Source: an optimization exercise on an open RTL-to-GDS flow (aim: small area and a short achievable clock period). Production flows keep margins and buffers that such runs may drop.
No activity file was given, so power comes from the tool's default toggle rates.

Design mult_top, start of the top module:
module mult_top(
    input clk,
    input  [15:0] x,
    input  [15:0] y,
    output reg [31:0] p_out
    );
Size in the first run: ~1100 cells after synthesis, ~65 I/O pins, ~6600 um^2 of cells after synthesis.
==> module elm_stage1, before the edit <==
module elm_stage1(
    input  [15:0] x,
    input  [15:0] y,
    output [9:0]  el,
    output        ec,
    output [6:0]  pah,
    output [4:0]  pbh,
    output        sf0,
    output [3:0]  nx,
    output [2:0]  fx,
    output [3:0]  ny,
    output [2:0]  fy,
    output        s
    );
    wire x_one = x[13] ^ x[14];
    wire x_two = ~x_one & (x[15] ^ x[14]);
    wire x_neg = x[15] & ~(x[14] & x[13]);
    wire y_one = y[13] ^ y[14];
    wire y_two = ~y_one & (y[15] ^ y[14]);
    wire y_neg = y[15] & ~(y[14] & y[13]);
    wire [17:0] ys = {{2{y[15]}}, y};
    wire [17:0] xs = {{4{x[13]}}, x[13:0]};
    wire [17:0] pa = (({18{x_one}} & ys) | ({18{x_two}} & {ys[16:0], 1'b0})) ^ {18{x_neg}};
    wire [17:0] pb = (({18{y_one}} & xs) | ({18{y_two}} & {xs[16:0], 1'b0})) ^ {18{y_neg}};
    assign {ec, el} = {1'b0, pa[9:0]} + {1'b0, pb[9:0]} + {10'd0, x_neg};
    assign pah = pa[16:10];
    assign pbh = pb[14:10];
    assign sf0 = y_neg;
    elm_log13 lx(.a(x[12:0] ^ {13{x[13]}}), .n(nx), .f(fx));
    elm_log13 ly(.a(y[12:0] ^ {13{y[13]}}), .n(ny), .f(fy));
    wire nz = (x[13] | (|x[7:0])) & (y[13] | (|y[7:0]));
    assign s = nz & (x[13] ^ y[13]);
endmodule
==> module elm_stage2, before the edit <==
module elm_stage2(
    input  [9:0]  el,
    input         ec,
    input  [6:0]  pah,
    input  [4:0]  pbh,
    input         sf0,
    input  [7:0]  l,
    input         s,
    input         z,
    output [31:0] p
    );
    wire [7:0] eh = {pah[6], pah} + {{3{pbh[4]}}, pbh} + {7'd0, ec};
    wire [17:0] e = {eh, el};
    wire [4:0] k = l[7:3];
    wire [2:0] f = l[2:0];
    wire [28:0] d = {28'd0, ~z} << k;
    wire [25:0] a = d[25:0] | ({26{f[2]}} & d[26:1])
                            | ({26{f[1]}} & d[27:2])
                            | ({26{f[0]}} & d[28:3]);
    wire [27:0] m = {s, s, a ^ {26{s}}};
    wire        c14 = sf0 & (|m[13:0]);
    assign p[13:0]  = m[13:0] - {13'd0, sf0};
    assign p[31:14] = e + {{4{m[27]}}, m[27:14]} + {17'd0, c14};
endmodule
==> module mult_top, before the edit <==
module mult_top(
    input clk,
    input  [15:0] x,
    input  [15:0] y,
    output reg [31:0] p_out
    );
    wire [9:0]  el;
    wire        ec;
    wire [6:0]  pah;
    wire [4:0]  pbh;
    wire        sf0, s;
    wire [3:0]  nx, ny;
    wire [2:0]  fx, fy;
    elm_stage1 s1(.x(x), .y(y), .el(el), .ec(ec), .pah(pah), .pbh(pbh), .sf0(sf0),
                  .nx(nx), .fx(fx), .ny(ny), .fy(fy), .s(s));
    reg [9:0]  el_r;
    reg        ec_r;
    reg [6:0]  pah_r;
    reg [4:0]  pbh_r;
    reg        sf0_r, s_r, z_r;
    reg [6:0]  lx_r, ly_r;
    always @(posedge clk) begin
        el_r  <= el;
        ec_r  <= ec;
        pah_r <= pah;
        pbh_r <= pbh;
        sf0_r <= sf0;
        s_r   <= s;
        z_r   <= ~((x[13] | (|x[7:0])) & (y[13] | (|y[7:0])));
        lx_r  <= {nx, fx};
        ly_r  <= {ny, fy};
    end
    wire [7:0]  l = {1'b0, lx_r} + {1'b0, ly_r};
    wire [31:0] p;
    elm_stage2 s2(.el(el_r), .ec(ec_r), .pah(pah_r), .pbh(pbh_r), .sf0(sf0_r), .l(l), .s(s_r), .z(z_r), .p(p));
    always @(posedge clk)
        p_out <= p;
endmodule
==> flow/config.mk <==
export PLATFORM = sky130hd
export DESIGN_NAME = mult_top
export DESIGN_NICKNAME = mult_top
export VERILOG_FILES = /design/flow/design.v
export SDC_FILE = /design/flow/constraint.sdc
export NUM_CORES = 4
export LEC_CHECK = 0
export ABC_AREA = 1
export CAP_MARGIN = 20
export CORE_MARGIN = 2
export CORE_UTILIZATION = 40
export SETUP_SLACK_MARGIN = 3.0
export SLEW_MARGIN = 20
==> flow/constraint.sdc <==
create_clock -name core_clock -period 7.0 [get_ports {clk}]
set_input_delay 1.4000 -clock core_clock [delete_from_list [all_inputs] [get_ports {clk}]]
set_output_delay 1.4000 -clock core_clock [all_outputs]
set_load 0.01 [all_outputs]
standard.sh (not shown) runs the stock make flow with config.mk's settings and CLKGATE_MAP_FILE= SYNTH_SCRIPT=/design/flow/synth_recipe.tcl, a recipe that flattens the netlist after the stock synthesis.
==> flow/flow/run.sh <==
#!/bin/bash
# Layout flow: the standard ORFS flow (standard.sh) with two changes:
#  - Yosys's full/half adder extraction is off (ADDER_MAP_FILE empty), so ABC
#    maps the adders itself;
#  - the port buffers are sky130_fd_sc_hd__buf_2 instead of the delay buffer
#    buffer_ports picks by default.
# make's full output goes to flow_make.log; each tool's log is under orfs/logs/.
set -euo pipefail
cd "$(dirname "$0")/.."
bash standard.sh ADDER_MAP_FILE= "BUFFER_PORTS_ARGS=-buffer_cell sky130_fd_sc_hd__buf_2"  finish > flow_make.log 2>&1
Edit:
--- a/flow/design.v
+++ b/flow/design.v
@@ -24,12 +24,9 @@
 endmodule
 module elm_stage1(
     input  [15:0] x,
     input  [15:0] y,
-    output [9:0]  el,
-    output        ec,
-    output [6:0]  pah,
-    output [4:0]  pbh,
+    output [17:0] e,
     output        sf0,
     output [3:0]  nx,
     output [2:0]  fx,
     output [3:0]  ny,
@@ -45,30 +42,23 @@
     wire [17:0] ys = {{2{y[15]}}, y};
     wire [17:0] xs = {{4{x[13]}}, x[13:0]};
     wire [17:0] pa = (({18{x_one}} & ys) | ({18{x_two}} & {ys[16:0], 1'b0})) ^ {18{x_neg}};
     wire [17:0] pb = (({18{y_one}} & xs) | ({18{y_two}} & {xs[16:0], 1'b0})) ^ {18{y_neg}};
-    assign {ec, el} = {1'b0, pa[9:0]} + {1'b0, pb[9:0]} + {10'd0, x_neg};
-    assign pah = pa[16:10];
-    assign pbh = pb[14:10];
+    assign e = pa + pb + {17'd0, x_neg};
     assign sf0 = y_neg;
     elm_log13 lx(.a(x[12:0] ^ {13{x[13]}}), .n(nx), .f(fx));
     elm_log13 ly(.a(y[12:0] ^ {13{y[13]}}), .n(ny), .f(fy));
     wire nz = (x[13] | (|x[7:0])) & (y[13] | (|y[7:0]));
     assign s = nz & (x[13] ^ y[13]);
 endmodule
 module elm_stage2(
-    input  [9:0]  el,
-    input         ec,
-    input  [6:0]  pah,
-    input  [4:0]  pbh,
+    input  [17:0] e,
     input         sf0,
     input  [7:0]  l,
     input         s,
     input         z,
     output [31:0] p
     );
-    wire [7:0] eh = {pah[6], pah} + {{3{pbh[4]}}, pbh} + {7'd0, ec};
-    wire [17:0] e = {eh, el};
     wire [4:0] k = l[7:3];
     wire [2:0] f = l[2:0];
     wire [28:0] d = {28'd0, ~z} << k;
     wire [25:0] a = d[25:0] | ({26{f[2]}} & d[26:1])
@@ -84,36 +74,27 @@
     input  [15:0] x,
     input  [15:0] y,
     output reg [31:0] p_out
     );
-    wire [9:0]  el;
-    wire        ec;
-    wire [6:0]  pah;
-    wire [4:0]  pbh;
+    wire [17:0] e;
     wire        sf0, s;
     wire [3:0]  nx, ny;
     wire [2:0]  fx, fy;
-    elm_stage1 s1(.x(x), .y(y), .el(el), .ec(ec), .pah(pah), .pbh(pbh), .sf0(sf0),
+    elm_stage1 s1(.x(x), .y(y), .e(e), .sf0(sf0),
                   .nx(nx), .fx(fx), .ny(ny), .fy(fy), .s(s));
-    reg [9:0]  el_r;
-    reg        ec_r;
-    reg [6:0]  pah_r;
-    reg [4:0]  pbh_r;
+    reg [17:0] e_r;
     reg        sf0_r, s_r, z_r;
     reg [6:0]  lx_r, ly_r;
     always @(posedge clk) begin
-        el_r  <= el;
-        ec_r  <= ec;
-        pah_r <= pah;
-        pbh_r <= pbh;
+        e_r   <= e;
         sf0_r <= sf0;
         s_r   <= s;
         z_r   <= ~((x[13] | (|x[7:0])) & (y[13] | (|y[7:0])));
         lx_r  <= {nx, fx};
         ly_r  <= {ny, fy};
     end
     wire [7:0]  l = {1'b0, lx_r} + {1'b0, ly_r};
     wire [31:0] p;
-    elm_stage2 s2(.el(el_r), .ec(ec_r), .pah(pah_r), .pbh(pbh_r), .sf0(sf0_r), .l(l), .s(s_r), .z(z_r), .p(p));
+    elm_stage2 s2(.e(e_r), .sf0(sf0_r), .l(l), .s(s_r), .z(z_r), .p(p));
     always @(posedge clk)
         p_out <= p;
 endmodule
After rerunning: Combinational power goes down by about 6%; worst setup slack got worse by 0.012 ns; design area shrinks by 1.3%; sequential share of layout area falls by 1.1 points; first-iteration DRC count climbs by 13%; hold slack loses 0.062 ns; routed wire length barely changes; utilization fell by 0.25 points; synthesized area goes down by 1.7%; register-to-register slack degrades by 0.13 ns; clock skew stays flat; clock-buffer cell count fell by 1.
No functional check of the RTL was part of any run of this note.

-- static timing again, ports no longer ideal --
In the flow no input, the clock included, has a driving cell. The finished layouts below were timed again as built, in two steps. Step 1, drivers: a clkbuf_16 drives clk and a buf_2 each remaining input, both assumed. Step 2 moves the port delays by t, midway between the first and last clock arrival at a register: inputs arrive t later, outputs are due t later. That takes back most of the time a late clock gives input paths. Slacks: ideal / step 1 / step 2; pairs: ideal / step 1.
run	t (ns)	setup slack, ns	latest minus earliest clock arrival (ns)	slew at the worst register clock pin (ns)
the first run	0.376	3.266 / 3.285 / 2.909	0.010 / 0.010	0.06 / 0.06
the second run	0.370	3.254 / 3.265 / 2.895	0.009 / 0.008	0.06 / 0.06
After both steps setup and hold are still met in every run listed. For the second run, which loses most, drivers alone change the setup slack by +0.011 ns; drivers and shift together by -0.359 ns.
